What follows belongs to an exercise in optimizing a design on an open flow for small area and a short achievable clock period; a production flow would make more cautious choices. Only simulation tests tie the RTL to the original design; equivalence was not proved. No activity file was given, so power comes from the tool's default toggle rates.

==> design.v <==
module ks_add #(parameter W = 8, parameter L = 3) (   
    input  [W-1:0] a,
    input  [W-1:0] b,
    input          cin,
    output [W-1:0] s,
    output         cout
);
    wire [W-1:0] p0;
    wire [W-1:0] gg [0:L];
    wire [W-1:0] pp [0:L];
    genvar i, l;
    for (i = 0; i < W; i = i + 1) begin : g_in
        assign p0[i] = a[i] ? ~b[i] : b[i];
        if (i == 0) begin : g_c
            assign gg[0][i] = p0[i] ? cin : a[i];
        end else begin : g_n
            assign gg[0][i] = a[i] & b[i];
        end
        assign pp[0][i] = p0[i];
    end
    for (l = 0; l < L; l = l + 1) begin : g_lv
        for (i = 0; i < W; i = i + 1) begin : g_b
            if (i >= (1 << l)) begin : g_m
                assign gg[l+1][i] = pp[l][i] ? gg[l][i - (1 << l)] : gg[l][i];
                assign pp[l+1][i] = pp[l][i] & pp[l][i - (1 << l)];
            end else begin : g_p
                assign gg[l+1][i] = gg[l][i];
                assign pp[l+1][i] = pp[l][i];
            end
        end
    end
    for (i = 0; i < W; i = i + 1) begin : g_s
        if (i == 0) begin : g_s0
            assign s[i] = p0[i] ? ~cin : cin;
        end else begin : g_sn
            assign s[i] = p0[i] ? ~gg[L][i-1] : gg[L][i-1];
        end
    end
    assign cout = gg[L][W-1];
endmodule
module CPU(
    clk,
    rst_n,
    in_valid,
    instruction,
    out_valid,
    instruction_fail,
    out_0,
    out_1,
    out_2,
    out_3,
    out_4,
    out_5
);
input clk;
input rst_n;
input in_valid;
input [31:0] instruction;
output logic out_valid, instruction_fail;
output logic [15:0] out_0, out_1, out_2, out_3, out_4, out_5;
function automatic [5:0] regsel(input [4:0] c);
    regsel[0] =  c[0] & ~c[1];
    regsel[1] = ~c[0] &  c[1];
    regsel[2] = ~c[4];
    regsel[3] =  c[2] & ~c[3];
    regsel[4] =  c[2] &  c[3];
    regsel[5] =  c[4] & ~c[0] & ~c[1] & ~c[2];
endfunction
wire [5:0] opc = instruction[31:26];
wire [5:0] fn  = instruction[5:0];
wire is_r    = (opc == 6'b000000);
wire is_addi = (opc == 6'b001000);
wire f_add   = is_r & (fn == 6'b100000);
wire f_mult  = is_r & (fn == 6'b011000);
wire f_sll   = is_r & (fn == 6'b000000);
wire f_sra   = is_r & (fn == 6'b000010);
wire f_relu  = is_r & (fn == 6'b110001);
wire f_lrelu = is_r & (fn == 6'b110010);
wire supported = is_addi | f_add | f_mult | f_sll | f_sra | f_relu | f_lrelu;
wire [5:0] sa = regsel(instruction[25:21]);
wire [5:0] sb = regsel(instruction[20:16]);
wire [15:0] rs_v = ({16{sa[0]}} & out_0) | ({16{sa[1]}} & out_1) | ({16{sa[2]}} & out_2) |
                   ({16{sa[3]}} & out_3) | ({16{sa[4]}} & out_4) | ({16{sa[5]}} & out_5);
wire [15:0] rt_v = ({16{sb[0]}} & out_0) | ({16{sb[1]}} & out_1) | ({16{sb[2]}} & out_2) |
                   ({16{sb[3]}} & out_3) | ({16{sb[4]}} & out_4) | ({16{sb[5]}} & out_5);
wire [4:0] dcode = is_addi ? instruction[20:16] : instruction[15:11];
logic [15:0] a0, b0;
logic [4:0]  sh0;
logic        add0, mul0, lrelu0, relu0, sll0, sra0;
logic [2:0]  d0;
logic        v0, f0;
always_ff @(posedge clk) begin
    a0 <= is_addi ? instruction[15:0] : rt_v;
    b0 <= rs_v;
    sh0 <= instruction[10:6];
    add0 <= is_addi | f_add;
    mul0 <= f_mult;
    lrelu0 <= f_lrelu;
    relu0 <= f_relu;
    sll0 <= f_sll;
    sra0 <= f_sra;
    d0 <= {dcode[3], dcode[1], dcode[0]};
end
always_ff @(posedge clk or negedge rst_n) begin
    if (!rst_n) begin
        v0 <= 1'b0;
        f0 <= 1'b0;
    end else begin
        v0 <= in_valid;
        f0 <= in_valid & ~supported;
    end
end
wire m1_d = mul0 | (lrelu0 & a0[15]);
wire [18:0] a0x = {{3{a0[15]}}, a0};
wire [18:0] tri_a;                       
ks_add #(.W(19), .L(5)) u_tri (.a(a0x), .b({a0x[17:0], 1'b0}), .cin(1'b0), .s(tri_a), .cout());
wire [15:0] neg_a;                       
ks_add #(.W(16), .L(4)) u_neg (.a(~a0), .b(16'd0), .cin(1'b1), .s(neg_a), .cout());
wire [15:0] shl = (sh0[4]) ? 16'd0 : (a0 << sh0[3:0]);
function automatic [4:0] booth8(input [3:0] g);
    logic [2:0] c;
    c = g[2:0] ^ {3{g[3]}};
    booth8[0] = ~c[2] & (c[1] ^ c[0]);
    booth8[1] = (~c[2] & c[1] & c[0]) | (c[2] & ~c[1] & ~c[0]);
    booth8[2] = c[2] & (c[1] ^ c[0]);
    booth8[3] = c[2] & c[1] & c[0];
    booth8[4] = g[3] & (c[2] | c[1] | c[0]);
endfunction
wire [16:0] bx = {b0, 1'b0};
wire [24:0] gm = {booth8(bx[15:12]), booth8(bx[12:9]), booth8(bx[9:6]),
                  booth8(bx[6:3]), booth8(bx[3:0])};
wire [3:0] sk = sh0[4] ? 4'd15 : sh0[3:0];    
wire [24:0] sd;
assign sd[0] = (sk == 4'd15);
assign sd[1] = (sk == 4'd14);
assign sd[2] = 1'b0;
assign sd[3] = (sk == 4'd13);
assign sd[4] = 1'b0;
assign sd[5] = (sk == 4'd12);
assign sd[6] = (sk == 4'd11);
assign sd[7] = 1'b0;
assign sd[8] = (sk == 4'd10);
assign sd[9] = 1'b0;
assign sd[10] = (sk == 4'd9);
assign sd[11] = (sk == 4'd8);
assign sd[12] = 1'b0;
assign sd[13] = (sk == 4'd7);
assign sd[14] = 1'b0;
assign sd[15] = (sk == 4'd6);
assign sd[16] = (sk == 4'd5);
assign sd[17] = 1'b0;
assign sd[18] = (sk == 4'd4);
assign sd[19] = 1'b0;
assign sd[20] = (sk == 4'd3);
assign sd[21] = (sk == 4'd2);
assign sd[22] = 1'b0;
assign sd[23] = (sk == 4'd1);
assign sd[24] = 1'b0;
wire [24:0] ad = 25'd1 << 23;
wire r5_neg = m1_d & b0[15] & ~b0[14];
wire r5_a   = (m1_d & ~b0[15] & b0[14]) | (sra0 & (sk == 4'd0)) |
              (~m1_d & ~add0 & ~sra0 & ~sll0 & ~(relu0 & a0[15]));
wire r5_b   = add0;
wire r5_sh  = sll0;
wire [15:0] r5_d = ({16{r5_neg}} & neg_a) | ({16{r5_a}} & a0) |
                   ({16{r5_b}} & b0) | ({16{r5_sh}} & shl);
logic [16:0] a1;
logic [15:0] r5;
logic [18:0] t1;
logic [24:0] dg1;
logic [2:0]  d1;
logic        v1, f1;
always_ff @(posedge clk) begin
    a1 <= add0 ? {a0, 1'b0} : {a0[15], a0};
    t1 <= tri_a;
    r5 <= r5_d;
    dg1 <= m1_d ? gm : sra0 ? sd : add0 ? ad : 25'd0;
    d1 <= d0;
end
always_ff @(posedge clk or negedge rst_n) begin
    if (!rst_n) begin
        v1 <= 1'b0;
        f1 <= 1'b0;
    end else begin
        v1 <= v0;
        f1 <= f0;
    end
end
wire [18:0] m1x = {{2{a1[16]}}, a1};
wire [18:0] m2x = {a1[16], a1, 1'b0};
wire [18:0] m3x = t1;
wire [18:0] m4x = {a1, 2'b0};
function automatic [18:0] ppsel(input [4:0] g, input [18:0] x1, input [18:0] x2,
                                input [18:0] x3, input [18:0] x4);
    ppsel = ({19{g[0]}} & x1) | ({19{g[1]}} & x2) | ({19{g[2]}} & x3) | ({19{g[3]}} & x4);
    ppsel = ppsel ^ {19{g[4]}};
endfunction
wire [18:0] pp0 = ppsel(dg1[4:0],   m1x, m2x, m3x, m4x);
wire [18:0] pp1 = ppsel(dg1[9:5],   m1x, m2x, m3x, m4x);
wire [18:0] pp2 = ppsel(dg1[14:10], m1x, m2x, m3x, m4x);
wire [18:0] pp3 = ppsel(dg1[19:15], m1x, m2x, m3x, m4x);
wire [18:0] pp4 = ppsel(dg1[24:20], m1x, m2x, m3x, m4x);
wire [4:0]  ng  = {dg1[24], dg1[19], dg1[14], dg1[9], dg1[4]};
wire [30:0] tx, ty, tz;
wire ts1, tc2, ts3, tc4, ts5, tc6, ts7, tc8, tp9, ts10, tc11, ts12, tc13, tp14, ts15, tc16, ts17, tc18, tp19, ts20, tc21, ts22, tc23, tp24, ts25, tc26, tp27, ts28, tc29, tp30, ts31, tc32, tp33, ts34, tc35, tp36, ts37, tc38, tp39, ts40, tc41, tp42, ts43, tc44, tp45, ts46, tc47, tp48, ts49, tc50, tp51, ts52, tc53, tp54, ts55, tc56, tp57, ts58, tc59, tp60, ts61, tc62, tp63, ts64, tc65, tp66, ts67, tc68, ts69, tc70, tp71, ts72, tc73, ts74, tc75, tp76, ts77, tc78, ts79, tc80, ts81, tc82, ts83, tc84, ts85, tc86, ts87, tc88, tp89, ts90, tc91, tp92, ts93, tc94, tp95, ts96, tc97, tp98, ts99, tc100, tp101, ts102, tc103, tp104, ts105, tc106, tp107, ts108, tc109, tp110, ts111, tc112, tp113, ts114, tc115, tp116, ts117, tc118, tp119, ts120, tc121, tp122, ts123, tc124, tp125, ts126, tc127, tp128, ts129, tc130, tp131, ts132, tc133, tp134, ts135, tc136, tp137, ts138, tc139, tp140, ts141, tc142, tp143, ts144, tc145, ts146, tc147, ts148, tc149;
assign ts1 = pp0[9] ? ~pp1[6] : pp1[6];
assign tc2 = pp0[9] & pp1[6];
assign ts3 = pp0[10] ? ~pp1[7] : pp1[7];
assign tc4 = pp0[10] & pp1[7];
assign ts5 = pp0[11] ? ~pp1[8] : pp1[8];
assign tc6 = pp0[11] & pp1[8];
assign tp9 = pp0[12] ? ~pp1[9] : pp1[9];
assign ts7 = tp9 ? ~pp2[6] : pp2[6];
assign tc8 = tp9 ? pp2[6] : pp0[12];
assign ts10 = pp3[3] ? ~pp4[0] : pp4[0];
assign tc11 = pp3[3] & pp4[0];
assign tp14 = pp0[13] ? ~pp1[10] : pp1[10];
assign ts12 = tp14 ? ~pp2[7] : pp2[7];
assign tc13 = tp14 ? pp2[7] : pp0[13];
assign ts15 = pp3[4] ? ~pp4[1] : pp4[1];
assign tc16 = pp3[4] & pp4[1];
assign tp19 = pp0[14] ? ~pp1[11] : pp1[11];
assign ts17 = tp19 ? ~pp2[8] : pp2[8];
assign tc18 = tp19 ? pp2[8] : pp0[14];
assign ts20 = pp3[5] ? ~pp4[2] : pp4[2];
assign tc21 = pp3[5] & pp4[2];
assign tp24 = pp0[15] ? ~pp1[12] : pp1[12];
assign ts22 = tp24 ? ~pp2[9] : pp2[9];
assign tc23 = tp24 ? pp2[9] : pp0[15];
assign tp27 = pp3[6] ? ~pp4[3] : pp4[3];
assign ts25 = tp27 ? ~r5[0] : r5[0];
assign tc26 = tp27 ? r5[0] : pp3[6];
assign tp30 = pp0[16] ? ~pp1[13] : pp1[13];
assign ts28 = tp30 ? ~pp2[10] : pp2[10];
assign tc29 = tp30 ? pp2[10] : pp0[16];
assign tp33 = pp3[7] ? ~pp4[4] : pp4[4];
assign ts31 = tp33 ? ~r5[1] : r5[1];
assign tc32 = tp33 ? r5[1] : pp3[7];
assign tp36 = pp0[17] ? ~pp1[14] : pp1[14];
assign ts34 = tp36 ? ~pp2[11] : pp2[11];
assign tc35 = tp36 ? pp2[11] : pp0[17];
assign tp39 = pp3[8] ? ~pp4[5] : pp4[5];
assign ts37 = tp39 ? ~r5[2] : r5[2];
assign tc38 = tp39 ? r5[2] : pp3[8];
assign tp42 = pp0[18] ? ~pp1[15] : pp1[15];
assign ts40 = tp42 ? ~pp2[12] : pp2[12];
assign tc41 = tp42 ? pp2[12] : pp0[18];
assign tp45 = pp3[9] ? ~pp4[6] : pp4[6];
assign ts43 = tp45 ? ~r5[3] : r5[3];
assign tc44 = tp45 ? r5[3] : pp3[9];
assign tp48 = pp0[18] ? ~pp1[16] : pp1[16];
assign ts46 = tp48 ? ~pp2[13] : pp2[13];
assign tc47 = tp48 ? pp2[13] : pp0[18];
assign tp51 = pp3[10] ? ~pp4[7] : pp4[7];
assign ts49 = tp51 ? ~r5[4] : r5[4];
assign tc50 = tp51 ? r5[4] : pp3[10];
assign tp54 = pp0[18] ? ~pp1[17] : pp1[17];
assign ts52 = tp54 ? ~pp2[14] : pp2[14];
assign tc53 = tp54 ? pp2[14] : pp0[18];
assign tp57 = pp3[11] ? ~pp4[8] : pp4[8];
assign ts55 = tp57 ? ~r5[5] : r5[5];
assign tc56 = tp57 ? r5[5] : pp3[11];
assign tp60 = ~pp0[18] ? ~~pp1[18] : ~pp1[18];
assign ts58 = tp60 ? ~pp2[15] : pp2[15];
assign tc59 = tp60 ? pp2[15] : ~pp0[18];
assign tp63 = pp3[12] ? ~pp4[9] : pp4[9];
assign ts61 = tp63 ? ~r5[6] : r5[6];
assign tc62 = tp63 ? r5[6] : pp3[12];
assign tp66 = pp2[16] ? ~pp3[13] : pp3[13];
assign ts64 = tp66 ? ~pp4[10] : pp4[10];
assign tc65 = tp66 ? pp4[10] : pp2[16];
assign ts67 = r5[7] ? ~1'b1 : 1'b1;
assign tc68 = r5[7] & 1'b1;
assign tp71 = pp2[17] ? ~pp3[14] : pp3[14];
assign ts69 = tp71 ? ~pp4[11] : pp4[11];
assign tc70 = tp71 ? pp4[11] : pp2[17];
assign ts72 = r5[8] ? ~1'b1 : 1'b1;
assign tc73 = r5[8] & 1'b1;
assign tp76 = ~pp2[18] ? ~pp3[15] : pp3[15];
assign ts74 = tp76 ? ~pp4[12] : pp4[12];
assign tc75 = tp76 ? pp4[12] : ~pp2[18];
assign ts77 = pp3[16] ? ~pp4[13] : pp4[13];
assign tc78 = pp3[16] & pp4[13];
assign ts79 = pp3[17] ? ~pp4[14] : pp4[14];
assign tc80 = pp3[17] & pp4[14];
assign ts81 = pp0[6] ? ~pp1[3] : pp1[3];
assign tc82 = pp0[6] & pp1[3];
assign ts83 = pp0[7] ? ~pp1[4] : pp1[4];
assign tc84 = pp0[7] & pp1[4];
assign ts85 = pp0[8] ? ~pp1[5] : pp1[5];
assign tc86 = pp0[8] & pp1[5];
assign tp89 = pp2[3] ? ~pp3[0] : pp3[0];
assign ts87 = tp89 ? ~ng[3] : ng[3];
assign tc88 = tp89 ? ng[3] : pp2[3];
assign tp92 = pp2[4] ? ~pp3[1] : pp3[1];
assign ts90 = tp92 ? ~tc2 : tc2;
assign tc91 = tp92 ? tc2 : pp2[4];
assign tp95 = pp2[5] ? ~pp3[2] : pp3[2];
assign ts93 = tp95 ? ~tc4 : tc4;
assign tc94 = tp95 ? tc4 : pp2[5];
assign tp98 = ng[4] ? ~tc6 : tc6;
assign ts96 = tp98 ? ~ts7 : ts7;
assign tc97 = tp98 ? ts7 : ng[4];
assign tp101 = tc8 ? ~tc11 : tc11;
assign ts99 = tp101 ? ~ts12 : ts12;
assign tc100 = tp101 ? ts12 : tc8;
assign tp104 = tc13 ? ~tc16 : tc16;
assign ts102 = tp104 ? ~ts17 : ts17;
assign tc103 = tp104 ? ts17 : tc13;
assign tp107 = tc18 ? ~tc21 : tc21;
assign ts105 = tp107 ? ~ts22 : ts22;
assign tc106 = tp107 ? ts22 : tc18;
assign tp110 = tc23 ? ~tc26 : tc26;
assign ts108 = tp110 ? ~ts28 : ts28;
assign tc109 = tp110 ? ts28 : tc23;
assign tp113 = tc29 ? ~tc32 : tc32;
assign ts111 = tp113 ? ~ts34 : ts34;
assign tc112 = tp113 ? ts34 : tc29;
assign tp116 = tc35 ? ~tc38 : tc38;
assign ts114 = tp116 ? ~ts40 : ts40;
assign tc115 = tp116 ? ts40 : tc35;
assign tp119 = tc41 ? ~tc44 : tc44;
assign ts117 = tp119 ? ~ts46 : ts46;
assign tc118 = tp119 ? ts46 : tc41;
assign tp122 = tc47 ? ~tc50 : tc50;
assign ts120 = tp122 ? ~ts52 : ts52;
assign tc121 = tp122 ? ts52 : tc47;
assign tp125 = tc53 ? ~tc56 : tc56;
assign ts123 = tp125 ? ~ts58 : ts58;
assign tc124 = tp125 ? ts58 : tc53;
assign tp128 = tc59 ? ~tc62 : tc62;
assign ts126 = tp128 ? ~ts64 : ts64;
assign tc127 = tp128 ? ts64 : tc59;
assign tp131 = tc65 ? ~tc68 : tc68;
assign ts129 = tp131 ? ~ts69 : ts69;
assign tc130 = tp131 ? ts69 : tc65;
assign tp134 = r5[9] ? ~tc70 : tc70;
assign ts132 = tp134 ? ~tc73 : tc73;
assign tc133 = tp134 ? tc73 : r5[9];
assign tp137 = r5[10] ? ~1'b1 : 1'b1;
assign ts135 = tp137 ? ~tc75 : tc75;
assign tc136 = tp137 ? tc75 : r5[10];
assign tp140 = r5[11] ? ~1'b1 : 1'b1;
assign ts138 = tp140 ? ~tc78 : tc78;
assign tc139 = tp140 ? tc78 : r5[11];
assign tp143 = ~pp3[18] ? ~pp4[15] : pp4[15];
assign ts141 = tp143 ? ~r5[12] : r5[12];
assign tc142 = tp143 ? r5[12] : ~pp3[18];
assign ts144 = pp4[16] ? ~r5[13] : r5[13];
assign tc145 = pp4[16] & r5[13];
assign ts146 = pp4[17] ? ~r5[14] : r5[14];
assign tc147 = pp4[17] & r5[14];
assign ts148 = pp4[18] ? ~r5[15] : r5[15];
assign tc149 = pp4[18] & r5[15];
assign tx[0] = pp0[0];
assign ty[0] = ng[0];
assign tz[0] = 1'b0;
assign tx[1] = pp0[1];
assign ty[1] = 1'b0;
assign tz[1] = 1'b0;
assign tx[2] = pp0[2];
assign ty[2] = 1'b0;
assign tz[2] = 1'b0;
assign tx[3] = pp0[3];
assign ty[3] = pp1[0];
assign tz[3] = ng[1];
assign tx[4] = pp0[4];
assign ty[4] = pp1[1];
assign tz[4] = 1'b0;
assign tx[5] = pp0[5];
assign ty[5] = pp1[2];
assign tz[5] = 1'b0;
assign tx[6] = pp2[0];
assign ty[6] = ng[2];
assign tz[6] = ts81;
assign tx[7] = pp2[1];
assign ty[7] = tc82;
assign tz[7] = ts83;
assign tx[8] = pp2[2];
assign ty[8] = tc84;
assign tz[8] = ts85;
assign tx[9] = ts1;
assign ty[9] = tc86;
assign tz[9] = ts87;
assign tx[10] = ts3;
assign ty[10] = tc88;
assign tz[10] = ts90;
assign tx[11] = ts5;
assign ty[11] = tc91;
assign tz[11] = ts93;
assign tx[12] = ts10;
assign ty[12] = tc94;
assign tz[12] = ts96;
assign tx[13] = ts15;
assign ty[13] = tc97;
assign tz[13] = ts99;
assign tx[14] = ts20;
assign ty[14] = tc100;
assign tz[14] = ts102;
assign tx[15] = ts25;
assign ty[15] = tc103;
assign tz[15] = ts105;
assign tx[16] = ts31;
assign ty[16] = tc106;
assign tz[16] = ts108;
assign tx[17] = ts37;
assign ty[17] = tc109;
assign tz[17] = ts111;
assign tx[18] = ts43;
assign ty[18] = tc112;
assign tz[18] = ts114;
assign tx[19] = ts49;
assign ty[19] = tc115;
assign tz[19] = ts117;
assign tx[20] = ts55;
assign ty[20] = tc118;
assign tz[20] = ts120;
assign tx[21] = ts61;
assign ty[21] = tc121;
assign tz[21] = ts123;
assign tx[22] = ts67;
assign ty[22] = tc124;
assign tz[22] = ts126;
assign tx[23] = ts72;
assign ty[23] = tc127;
assign tz[23] = ts129;
assign tx[24] = ts74;
assign ty[24] = tc130;
assign tz[24] = ts132;
assign tx[25] = ts77;
assign ty[25] = tc133;
assign tz[25] = ts135;
assign tx[26] = ts79;
assign ty[26] = tc136;
assign tz[26] = ts138;
assign tx[27] = tc80;
assign ty[27] = tc139;
assign tz[27] = ts141;
assign tx[28] = 1'b1;
assign ty[28] = tc142;
assign tz[28] = ts144;
assign tx[29] = 1'b1;
assign ty[29] = tc145;
assign tz[29] = ts146;
assign tx[30] = 1'b1;
assign ty[30] = tc147;
assign tz[30] = ts148;
logic [30:0] x2, y2, z2;
logic [2:0]  d2;
logic        v2, f2;
always_ff @(posedge clk) begin
    x2 <= tx;
    y2 <= ty;
    z2 <= tz;
    d2 <= d1;
end
always_ff @(posedge clk or negedge rst_n) begin
    if (!rst_n) begin
        v2 <= 1'b0;
        f2 <= 1'b0;
    end else begin
        v2 <= v1;
        f2 <= f1;
    end
end
wire [30:0] p3, s3, c3;
genvar gi;
for (gi = 0; gi < 31; gi = gi + 1) begin : g_csa
    assign p3[gi] = x2[gi] ? ~y2[gi] : y2[gi];
    assign s3[gi] = p3[gi] ? ~z2[gi] : z2[gi];
    assign c3[gi] = p3[gi] ? z2[gi] : x2[gi];
end
wire [30:0] sum3;
ks_add #(.W(31), .L(5)) u_fin (.a(s3), .b({c3[29:0], 1'b0}), .cin(1'b0), .s(sum3), .cout());
wire [15:0] wb = sum3[30:15];
wire [15:0] wd = v2 ? wb : 16'd0;
wire [5:0] we;
assign we[0] = ~v2 | (~f2 & ~d2[2] & ~d2[1] &  d2[0]);
assign we[1] = ~v2 | (~f2 & ~d2[2] &  d2[1] & ~d2[0]);
assign we[2] = ~v2 | (~f2 &  d2[2] & ~d2[1]);
assign we[3] = ~v2 | (~f2 & ~d2[2] &  d2[1] &  d2[0]);
assign we[4] = ~v2 | (~f2 &  d2[2] &  d2[1]);
assign we[5] = ~v2 | (~f2 & ~d2[2] & ~d2[1] & ~d2[0]);
always_ff @(posedge clk or negedge rst_n) begin
    if (!rst_n) begin
        out_valid <= 1'b0;
        instruction_fail <= 1'b0;
        out_0 <= 16'd0;
        out_1 <= 16'd0;
        out_2 <= 16'd0;
        out_3 <= 16'd0;
        out_4 <= 16'd0;
        out_5 <= 16'd0;
    end else begin
        out_valid <= v2;
        instruction_fail <= v2 & f2;
        if (we[0]) out_0 <= wd;
        if (we[1]) out_1 <= wd;
        if (we[2]) out_2 <= wd;
        if (we[3]) out_3 <= wd;
        if (we[4]) out_4 <= wd;
        if (we[5]) out_5 <= wd;
    end
end
endmodule
==> flow/run.sh <==
#!/bin/bash
# The standard layout, with plain buf_2 cells as the port buffers (the default
# port buffer here is the slower and larger clkdlybuf4s50_1).
set -euo pipefail
bash standard.sh BUFFER_PORTS_ARGS="-buffer_cell sky130_fd_sc_hd__buf_2" finish > run_standard.log 2>&1
==> standard.sh <==
#!/bin/bash
# synth_recipe.tcl (not shown) runs the flow's synth.tcl, then flattens the netlist and writes it again
# the make line also repeats each setting of config.mk as NAME=value (left out here)
make -C /OpenROAD-flow-scripts/flow DESIGN_CONFIG=/design/flow/config.mk WORK_HOME=/design/flow/orfs CLKGATE_MAP_FILE= SYNTH_SCRIPT=/design/flow/synth_recipe.tcl "${@:-finish}"
==> config.mk <==
export PLATFORM = sky130hd
export DESIGN_NAME = CPU
export DESIGN_NICKNAME = CPU
export VERILOG_FILES = /design/flow/design.v
export SDC_FILE = /design/flow/constraint.sdc
export NUM_CORES = 4
export LEC_CHECK = 0
export CAP_MARGIN = 20
export CORE_MARGIN = 2
export CORE_UTILIZATION = 45
export SETUP_SLACK_MARGIN = 2.0
export SLEW_MARGIN = 20
==> constraint.sdc <==
create_clock -name core_clock -period 4.5 [get_ports {clk}]
set_input_delay 0.9000 -clock core_clock [delete_from_list [all_inputs] [get_ports {clk}]]
set_output_delay 0.9000 -clock core_clock [all_outputs]
set_load 0.01 [all_outputs]
==> flow_summary.toml <==
[power]
internal_power_mw = 5.21
power.leakage_nw = 9.13
comb_power_share = 0.176
ir_worst_vdd_uv = 265
switchingPower_mw = 2.37
power_mw = 7.58
clock_power_share = 0.387
p_per_area_nw_per_um2 = 333
switching_share = 0.313
power_frac_seq = 0.437

[timing]
totalNegativeSetupSlack_ns = 0
hold_viol = 0
min_period_ns = 2.94
relSlewSlack = 0.220
max_freq_mhz = 340
rsz0062_at_grt = "yes"
slew_violations = 0
period_share = 0.654
worstMarginPinSlew_ns = 1.17
finalSetupViolCount = 0
finalClockSkew_ns = 0.0281
holdWs_ns = 0.158

[worst_setup_path]
crit_path_end_kind = "register"
cp.required_ns = 4.91
reg2reg_from = "y2[3]$_DFF_P_"
arrival_ns = 3.36
r2r_cells = 12
start_kind = "register"
r2r_setup_slack_ns = 1.56
cp_max_fo = 3
path_class = "reg2reg"
r2r-end = "out_3[4]$_DFFE_PN0P_"
cp-startpoint = "y2[3]$_DFF_P_"

[cts]
cts_tree = "yes"
clk_pin_slew_ns = 0.06
clock-sinks = 314
numCtsBuffers = 36
insertion_delay_ns = 0.56
ctsHoldBuffers = 0
cts_buffer_depth = 3
h-tree-depth = 2
cts_root_buf = "clkbuf_16"

[synth]
yosysSeqAreaShare = 0.369
synth_ff_type = "dfxtp_1"
synth.avg_cell_area_um2 = 9.07
syn-num-nets = 2143
netlist_area_um2 = 18500
synth-edff-count = 0
ys_async_sr_fraction = 0.331
yosysWarnings = 4
syn_inst = 2034
yosys_register_bits = 314
ys_types = 77

[placed_design]
numPortBuffers = 132
dp_hpwl_mm = 47.6
gp_congestion = 0.931

[global_routing]
grt-ovfl-total = 0
grt_pass1_wl_mm = 99.7
antenna_found_initial = 2
grt_pass1_vias = 16179
grt_max_degree = 57
grt_usage = 0.310

[final_layout]
filler_cell_count = 3542
layout_commonest_cell = "nand2_1"
syn_to_final_growth_pct = 23.3
drive_above_1_share = 0.278
post-route-util = 0.560
final_cell_mix = "nand2_1, xnor2_1, dfxtp_1"
finalNetCount = 2247

[floorplanning]
chipWidth_um = 207
rows = 74
coreArea_um2 = 40600
die_h_um = 207
start_util = 0.454
ios = 133
dieArea_um2 = 42700

[route]
num_vias = 17221
route.detailed.drc = 0
totalWireLength_mm = 68.1
firstDrtPassIters = 8
postRouteAntennaNets = 0
drtIter0Drc = 1863
viasPerCell = 6.38
wl_per_cell_um = 25.2

[flow_run]
cap_violations = 0

[outcome]
status = "timing/DRC/antenna clean"

[hold_path]
holdCritPathClass = "in2async"
## synth_stat cells, types with 11 or more instances
cell / n / share of area
nor3_1: 18 / 0.0049
mux2_2: 40 / 0.024
buf_1: 12 / 0.0024
o22ai_1: 20 / 0.0068
nand2b_1: 18 / 0.0061
xnor2_1: 211 / 0.10
a222oi_1: 44 / 0.024
mux2i_1: 27 / 0.015
and3_1: 18 / 0.0061
dfrtp_1: 104 / 0.14
xor2_1: 40 / 0.019
inv_1: 48 / 0.0098
a22oi_1: 28 / 0.011
maj3_1: 56 / 0.030
a31oi_1: 37 / 0.013
and2_1: 14 / 0.0047
nand3_1: 42 / 0.011
nor2_1: 106 / 0.022
clkbuf_1: 131 / 0.027
dfxtp_1: 210 / 0.23
a22o_1: 73 / 0.035
nand2_1: 200 / 0.041
o21ai_0: 100 / 0.027
o211ai_1: 14 / 0.0057
o21ai_1: 13 / 0.0035
a221oi_1: 75 / 0.036
nor2b_1: 34 / 0.012
a21oi_1: 95 / 0.026
or3_1: 11 / 0.0037
ha_1: 72 / 0.049
## state kept, by name (all words and copies together), names as in the netlist, 18 cells and up
register  flops
dg1          25
y2           29
t1           18
z2           26
x2           28
## metrics by stage
| stage | std cells | area (um^2) | worst slack [ns] |
|---|---|---|---|
| floorplan | 2034 | 18600 | 1.87 |
| global placement | 2573 | 19600 | 1.39 |
| detailed placement | 2573 | 19600 | 1.39 |
| CTS | 2675 | 21900 | 1.61 |
| global route | 2697 | 22800 | 1.49 |
| finish | 2698 | 22800 | 1.56 |
## repair_timing
item | in CTS | in global routing
setup endpoints to repair | 109 | 115
pin swaps | 61 | 87
buffers inserted | 37 | 22
resized for setup | 165 | 167
## how the worst max path moves through the flow
stage	end
global route	out_3[4]$_DFFE_PN0P_
finish	out_3[4]$_DFFE_PN0P_
global placement	out_5[15]$_DFFE_PN0P_
CTS	out_0[12]$_DFFE_PN0P_
detailed placement	out_5[15]$_DFFE_PN0P_
floorplan	out_0[12]$_DFFE_PN0P_
## critical path: stages (launching register included)
cell and delay [ns]:
dfxtp_2 0.32, maj3_2 0.35, ha_4 0.29, inv_2 0.03
or4_4 0.43, a311oi_4 0.37, o41ai_4 0.11, buf_4 0.17
buf_6 0.11, a21oi_4 0.17, xnor2_4 0.19, nand2b_4 0.21
o21ai_2 0.06
## final cells by class
type	count	area (um^2)	area share
sequential	314	6870	0.302
multi-input combinational	1525	12500	0.549
tap	532	666	0.0292
inverter	51	199	0.00874
timing repair buffer	210	1330	0.0583
antenna	1	2.50	0.000110
clock inverter	15	128	0.00561
clock buffer	50	1080	0.0473
## logic make-up after synthesis
family	after synthesis	synth area share
simple gates	503	0.127
flops	314	0.369
xor+xnor	254	0.123
fa+ha+maj	130	0.0814
mux	68	0.0403
compound gates	570	0.220
buf+inv	195	0.0397
## layer usage
| metal | part of all wire | track usage | up-vias |
|---|---|---|---|
| li1 | - | - | 7630 |
| met4 | 0.052 | 0.146 | 2 |
| met1 | 0.39 | 0.394 | 8393 |
| met5 | 0.00022 | 0 | - |
| met2 | 0.47 | 0.510 | 986 |
| met3 | 0.086 | 0.0577 | 210 |
## power groups by stage
| stage | registers (mW) | logic, mW | clock network, mW |
|---|---|---|---|
| global placement | 3.35 | 1.01 | 0 |
| finish | 3.31 | 1.33 | 2.94 |
| floorplan | 3.18 | 0.711 | 0 |
| CTS | 3.29 | 1.17 | 2.98 |
| detailed placement | 3.35 | 1.01 | 0 |
| global route | 3.33 | 1.42 | 3.09 |

[afterwards: timing with drivers on the ports]
Ports are ideal in the flow. The routed layout listed here was re-timed in OpenROAD.
Step 1, drivers: a clkbuf_16 drives clk and a buf_2 each remaining input, both assumed.
Step 2 adds t to the input delays and takes it off the output delays; t is the mean of the earliest and latest rising clock arrival at the registers after step 1. Input paths then give back, and output paths get back, about the clock's delay inside the block.
a / b / c = no drivers / after step 1 / after step 2; a / b = the first two.
t, ns: 0.601
setup WS [ns]: 1.555 / 1.555 / 1.555
worst setup path at the end: register to register
worst register clock-pin slew, ns: 0.07 / 0.07
worst data-port slew with drivers (ns): 0.08
After both steps setup and hold are still met in this run. For this run, drivers alone change the setup slack by 0.000 ns; drivers and shift together by 0.000 ns.
